What follows belongs to an exercise in optimizing a design on an open flow for small area and a short achievable clock period; a production flow would make more cautious choices.
RTL that was checked went through simulation tests only; none was proved equivalent to the original.
Power and IR drop assume default switching activity.

## tanh9slices
module tanh9slices (
    input wire clk,
    input wire rst_n,
    input wire signed [15:0] x0_in,
    input wire signed [15:0] x1_in,
    input wire valid_in,
    output wire signed [15:0] y0_out,
    output wire signed [15:0] y1_out,
    output reg valid_out
);
    reg v1, v2;
    always @(posedge clk or negedge rst_n) begin
        if (!rst_n) begin
            v1 <= 1'b0; v2 <= 1'b0; valid_out <= 1'b0;
        end else begin
            v1 <= valid_in; v2 <= v1; valid_out <= v2;
        end
    end
    tanh9_lane lane0 (.clk(clk), .x(x0_in), .y(y0_out));
    tanh9_lane lane1 (.clk(clk), .x(x1_in), .y(y1_out));
endmodule
For scale: about 830 cells after synthesis, roughly 130 flip-flops, ~68 I/O pins, ~7600 sq um of cells after synthesis.
==> flow/config.mk <==
export PLATFORM = sky130hd
export DESIGN_NAME = tanh9slices
export DESIGN_NICKNAME = tanh9slices
export VERILOG_FILES = /design/flow/design.v
export SDC_FILE = /design/flow/constraint.sdc
export NUM_CORES = 4
export LEC_CHECK = 0
export CAP_MARGIN = 20
export CORE_MARGIN = 2
export CORE_UTILIZATION = 40
export SLEW_MARGIN = 20
==> flow/constraint.sdc <==
create_clock -name core_clock -period 8.0 [get_ports {clk}]
set_input_delay 1.6000 -clock core_clock [delete_from_list [all_inputs] [get_ports {clk}]]
set_output_delay 1.6000 -clock core_clock [all_outputs]
set_load 0.01 [all_outputs]
standard.sh (not shown) runs the stock make flow with config.mk's settings and CLKGATE_MAP_FILE= SYNTH_SCRIPT=/design/flow/synth_recipe.tcl, a recipe that flattens the netlist after the stock synthesis.
==> flow/flow/run.sh <==
#!/bin/bash
set -euo pipefail
mapfile -t KNOBS < <(grep -v '^\s*$' flow/knobs.txt)
bash standard.sh "${KNOBS[@]}" finish > flow_make.log 2>&1
==> flow/flow/knobs.txt <==
SETUP_SLACK_MARGIN=5.5
CTS_ARGS=-sink_clustering_enable -repair_clock_nets -root_buf sky130_fd_sc_hd__clkbuf_16 -buf_list sky130_fd_sc_hd__clkbuf_8 -dont_use_dummy_load
BUFFER_PORTS_ARGS=-buffer_cell sky130_fd_sc_hd__buf_1
MATCH_CELL_FOOTPRINT=0
Change:
--- a/flow/design.v
+++ b/flow/design.v
@@ -173,19 +173,19 @@
     wire s144 = p80 ^ p81;
     wire c145 = p80 & p81;
     wire s146 = p82 ^ p83;
     wire s147 = c145 ^ s146;
     wire [21:0] ra = {s147, c143, c141, c139, c137, c135, c133, c131, c129, c127, c125, c123, c121, c119, c117, c115, c113, c111, p9, p5, p4, p1};
     wire [21:0] rb = {1'b0, s144, s142, s140, s138, s136, s134, s132, s130, s128, s126, s124, s122, s120, s118, s116, s114, s112, s110, 1'b0, 1'b0, p2};
-    wire [6:0] lo = {1'b0, ra[5:0]} + {1'b0, rb[5:0]};
+    wire [5:0] lo = {1'b0, ra[4:0]} + {1'b0, rb[4:0]};
     reg        s2_s, s2_c;
-    reg [21:6] s2_a, s2_b;
+    reg [21:5] s2_a, s2_b;
     always @(posedge clk) begin
-        s2_s <= s; s2_c <= lo[6]; s2_a <= ra[21:6]; s2_b <= rb[21:6];
-    end
-    wire [21:6] sum = s2_a + s2_b + {15'd0, s2_c};
+        s2_s <= s; s2_c <= lo[5]; s2_a <= ra[21:5]; s2_b <= rb[21:5];
+    end
+    wire [21:5] sum = s2_a + s2_b + {16'd0, s2_c};
     wire [10:0] r = sum[21:11];
     reg        s3_s;
     reg [10:0] s3_y;
     always @(posedge clk) begin
         s3_s <= s2_s;
         s3_y <= r;
Non-clock buffer count stays the same.
Synthesized cell count went up by about 4%.
Setup slack degrades by 0.064 ns.
Sequential share of layout area shrinks by 0.64 points.
Synthesized area rose by about 5%.
Total power goes up by about 6%.
Routed wire length increases by 10%.
Die area came out higher by about 5%.
No functional check of the RTL was part of the second run of this note.

========
## v6
Another version of the RTL of tanh9slices (not shown whole).
For scale: about 140 flip-flops, roughly 68 I/O pins.
export LEC_CHECK = 0
export CAP_MARGIN = 20
export CORE_MARGIN = 2
export CORE_UTILIZATION = 40
export SLEW_MARGIN = 20
create_clock -name core_clock -period 8.0 [get_ports {clk}]
==> flow/flow/run.sh <==
#!/bin/bash
set -euo pipefail
MARGIN=$(cat flow/margin.txt)
bash standard.sh SETUP_SLACK_MARGIN=$MARGIN finish > flow_make.log 2>&1
==> flow/flow/margin.txt <==
5.6
Modified inputs, v7 compared to v6
diff --git a/flow/design.v b/flow/design.v
--- a/flow/design.v
+++ b/flow/design.v
@@ -1,25 +1,23 @@
 `timescale 1ns / 1ps
 module tanh9_lane (
     input  wire        clk,
     input  wire [15:0] x,
     output wire [15:0] y
 );
     wire        s_in = x[15];
     wire [14:0] ua   = x[14:0] ^ {15{s_in}};
     wire sat_in = ua[14] | ua[13] | (ua[12] & ua[11]);
-    wire c1 = (~x[9] & ~x[10]) | (~x[7] & ~x[10] & x[9] & ~x[8]) | (~x[5] & ~x[10] & x[9] & ~x[8] & x[7] & ~x[6]) | (~x[3] & ~x[10] & x[9] & ~x[8] & x[7] & ~x[6] & x[5] & ~x[4]) | (~x[1] & ~x[10] & x[9] & ~x[8] & x[7] & ~x[6] & x[5] & ~x[4] & x[3] & ~x[2]) | (~x[0] & ~x[10] & x[9] & ~x[8] & x[7] & ~x[6] & x[5] & ~x[4] & x[3] & ~x[2] & x[1]);
-    wire c2 = ~((~x[10]) | (~x[8] & x[10] & ~x[9]) | (~x[6] & x[10] & ~x[9] & x[8] & ~x[7]) | (~x[4] & x[10] & ~x[9] & x[8] & ~x[7] & x[6] & ~x[5]) | (~x[2] & x[10] & ~x[9] & x[8] & ~x[7] & x[6] & ~x[5] & x[4] & ~x[3]) | (~x[0] & x[10] & ~x[9] & x[8] & ~x[7] & x[6] & ~x[5] & x[4] & ~x[3] & x[2] & ~x[1]));
-    wire lo683  = s_in ? c2 : c1;
-    wire hi1365 = s_in ? c1 : c2;
+    wire lo683  = (ua[10:0] < 11'd683);
+    wire hi1365 = (~ua[10:0] < 11'd683);
     reg        s1_s, s1_sat, s1_h;
     reg [10:0] s1_u;
     reg        gA, gB, gC, gD, gE;
     always @(posedge clk) begin
         s1_s   <= s_in;
         s1_sat <= sat_in;
         s1_u   <= ua[10:0];
         s1_h   <= ua[12];
         gA <= ~ua[12] & ~ua[11] &  lo683;     
         gB <= ~ua[12] & ~ua[11] & ~lo683;     
         gC <= ~ua[12] &  ua[11] & ~hi1365;    
         gD <= (~ua[12] & ua[11] & hi1365) | (ua[12] & ~ua[11] & lo683);   
==> notes.md <==
Synthesized cell count on v7 is up relative to v6.
Per the comparison of v7 with v6, time the final worst path needs with I/O delays and setup shows a reduction of 0.18 ns; fraction of the mapped netlist area in adder cells fell by 0.29 points; maximum clock insertion buffer count roughly the same; number of post-CTS setup repair buffers lost 3.
Diff v6 -> v7: detailed placement HPWL rose by about 7%; total power now larger; post-synthesis compound-gate area fraction decreased 0.16 points; period utilization went down by 2.3 points.
Between v7 and v6, it is v7 whose post-route worst setup slack is higher, by 0.18 ns.
The worst slack on hold paths number comes out higher for v6 vs v7.
Lower layout clock buffer count among v7 and v6: v7
From v7 to v6, number of placed I/O pins did not move at all.
v7: wire length of the first global-routing pass is 1.3% higher than what v6 reported.
The RTL of v6 was laid out without a check of its function.

========
tanh9slices, a different RTL version from the one above (not shown whole).
For scale: ~850 cells after synthesis, ~130 flip-flops, roughly 68 I/O pins.
clock: 8.0 ns
lec_check: 0
cap_margin: 20
core_margin: 2
core_utilization: 40
slew_margin: 20
==> flow/flow/run.sh <==
#!/bin/bash
set -euo pipefail
mapfile -t KNOBS < <(grep -v '^\s*$' flow/knobs.txt)
bash standard.sh "${KNOBS[@]}" finish > flow_make.log 2>&1
==> flow/flow/knobs.txt <==
SETUP_SLACK_MARGIN=5.45
CTS_ARGS=-sink_clustering_enable -repair_clock_nets -buf_list sky130_fd_sc_hd__clkbuf_8 -dont_use_dummy_load
BUFFER_PORTS_ARGS=-buffer_cell sky130_fd_sc_hd__buf_1
Change:
--- a/flow/design.v
+++ b/flow/design.v
@@ -2,18 +2,18 @@
 module tanh9_lane (
     input  wire        clk,
     input  wire [15:0] x,
     output wire [15:0] y
 );
     wire        s_in = x[15];
     wire [14:0] ua   = x[14:0] ^ {15{s_in}};
     wire sat_in = ua[14] | ua[13] | (ua[12] & ua[11]);
-    wire c1 = (~x[9] & ~x[10]) | (~x[7] & ~x[10] & x[9] & ~x[8]) | (~x[5] & ~x[10] & x[9] & ~x[8] & x[7] & ~x[6]) | (~x[3] & ~x[10] & x[9] & ~x[8] & x[7] & ~x[6] & x[5] & ~x[4]) | (~x[1] & ~x[10] & x[9] & ~x[8] & x[7] & ~x[6] & x[5] & ~x[4] & x[3] & ~x[2]) | (~x[0] & ~x[10] & x[9] & ~x[8] & x[7] & ~x[6] & x[5] & ~x[4] & x[3] & ~x[2] & x[1]);
-    wire c2 = ~((~x[10]) | (~x[8] & x[10] & ~x[9]) | (~x[6] & x[10] & ~x[9] & x[8] & ~x[7]) | (~x[4] & x[10] & ~x[9] & x[8] & ~x[7] & x[6] & ~x[5]) | (~x[2] & x[10] & ~x[9] & x[8] & ~x[7] & x[6] & ~x[5] & x[4] & ~x[3]) | (~x[0] & x[10] & ~x[9] & x[8] & ~x[7] & x[6] & ~x[5] & x[4] & ~x[3] & x[2] & ~x[1]));
+    wire c1 = (x[10:0] < 11'd683);
+    wire c2 = (x[10:0] > 11'd1364);
     wire lo683  = s_in ? c2 : c1;
     wire hi1365 = s_in ? c1 : c2;
     reg        s1_s, s1_sat, s1_h;
     reg [10:0] s1_u;
     reg        gA, gB, gC, gD, gE;
     always @(posedge clk) begin
         s1_s   <= s_in;
         s1_sat <= sat_in;
Result: The new run finished clean; wire length came out higher by about 5%; setup slack loses 0.042 ns; area after synthesis came out higher by about 1.4%; via count came out higher by 2.9%; clock-buffer cell count stays the same; final cell count came out higher by about 6%; utilization came out higher by 0.20 points; design area came out higher by 3.5%; synthesized cell count came out higher by about 3%; hold slack stays flat; critical path depth came out higher by 6; fmax came out lower by about 1.6%.
No run of this note included a check of the RTL's function; only the layout flow was run.

==> static timing again, ports no longer ideal <==
How much do the figures lean on ideal ports? The routed layouts below were timed once more, with nothing changed but the port constraints.
Step 1: set_driving_cell puts a clkbuf_16 on clk and a buf_2 on each other input, an assumption about the parent block.
Step 2 moves the port delays by t, midway between the first and last clock arrival at a register: inputs arrive t later, outputs are due t later. That takes back most of the time a late clock gives input paths.
Three values: ideal ports, drivers, drivers and shift; two values: the first two.
run	shift t [ns]	slack for setup (ns)	slew at the worst register clock pin (ns)	worst slew at a driven data input, ns	pins driven straight from the clock port
the first run of note 1	0.399	5.527 / 5.485 / 5.201	0.08 / 0.08	0.03	1
the second run of note 1	0.398	5.463 / 5.473 / 5.075	0.07 / 0.07	0.04	1
v6	0.457	5.306 / 5.306 / 4.849	0.06 / 0.06	0.05	1
v7	0.458	5.488 / 5.446 / 5.211	0.07 / 0.07	0.04	1
the first run of note 3	0.469	5.463 / 5.423 / 5.183	0.07 / 0.07	0.05	1
the second run of note 3	0.462	5.422 / 5.429 / 4.968	0.08 / 0.08	0.07	1
After both steps setup and hold are still met in every run listed. The setup slack of v6, which loses most, moves by 0.000 ns with the drivers and by -0.457 ns with both steps.
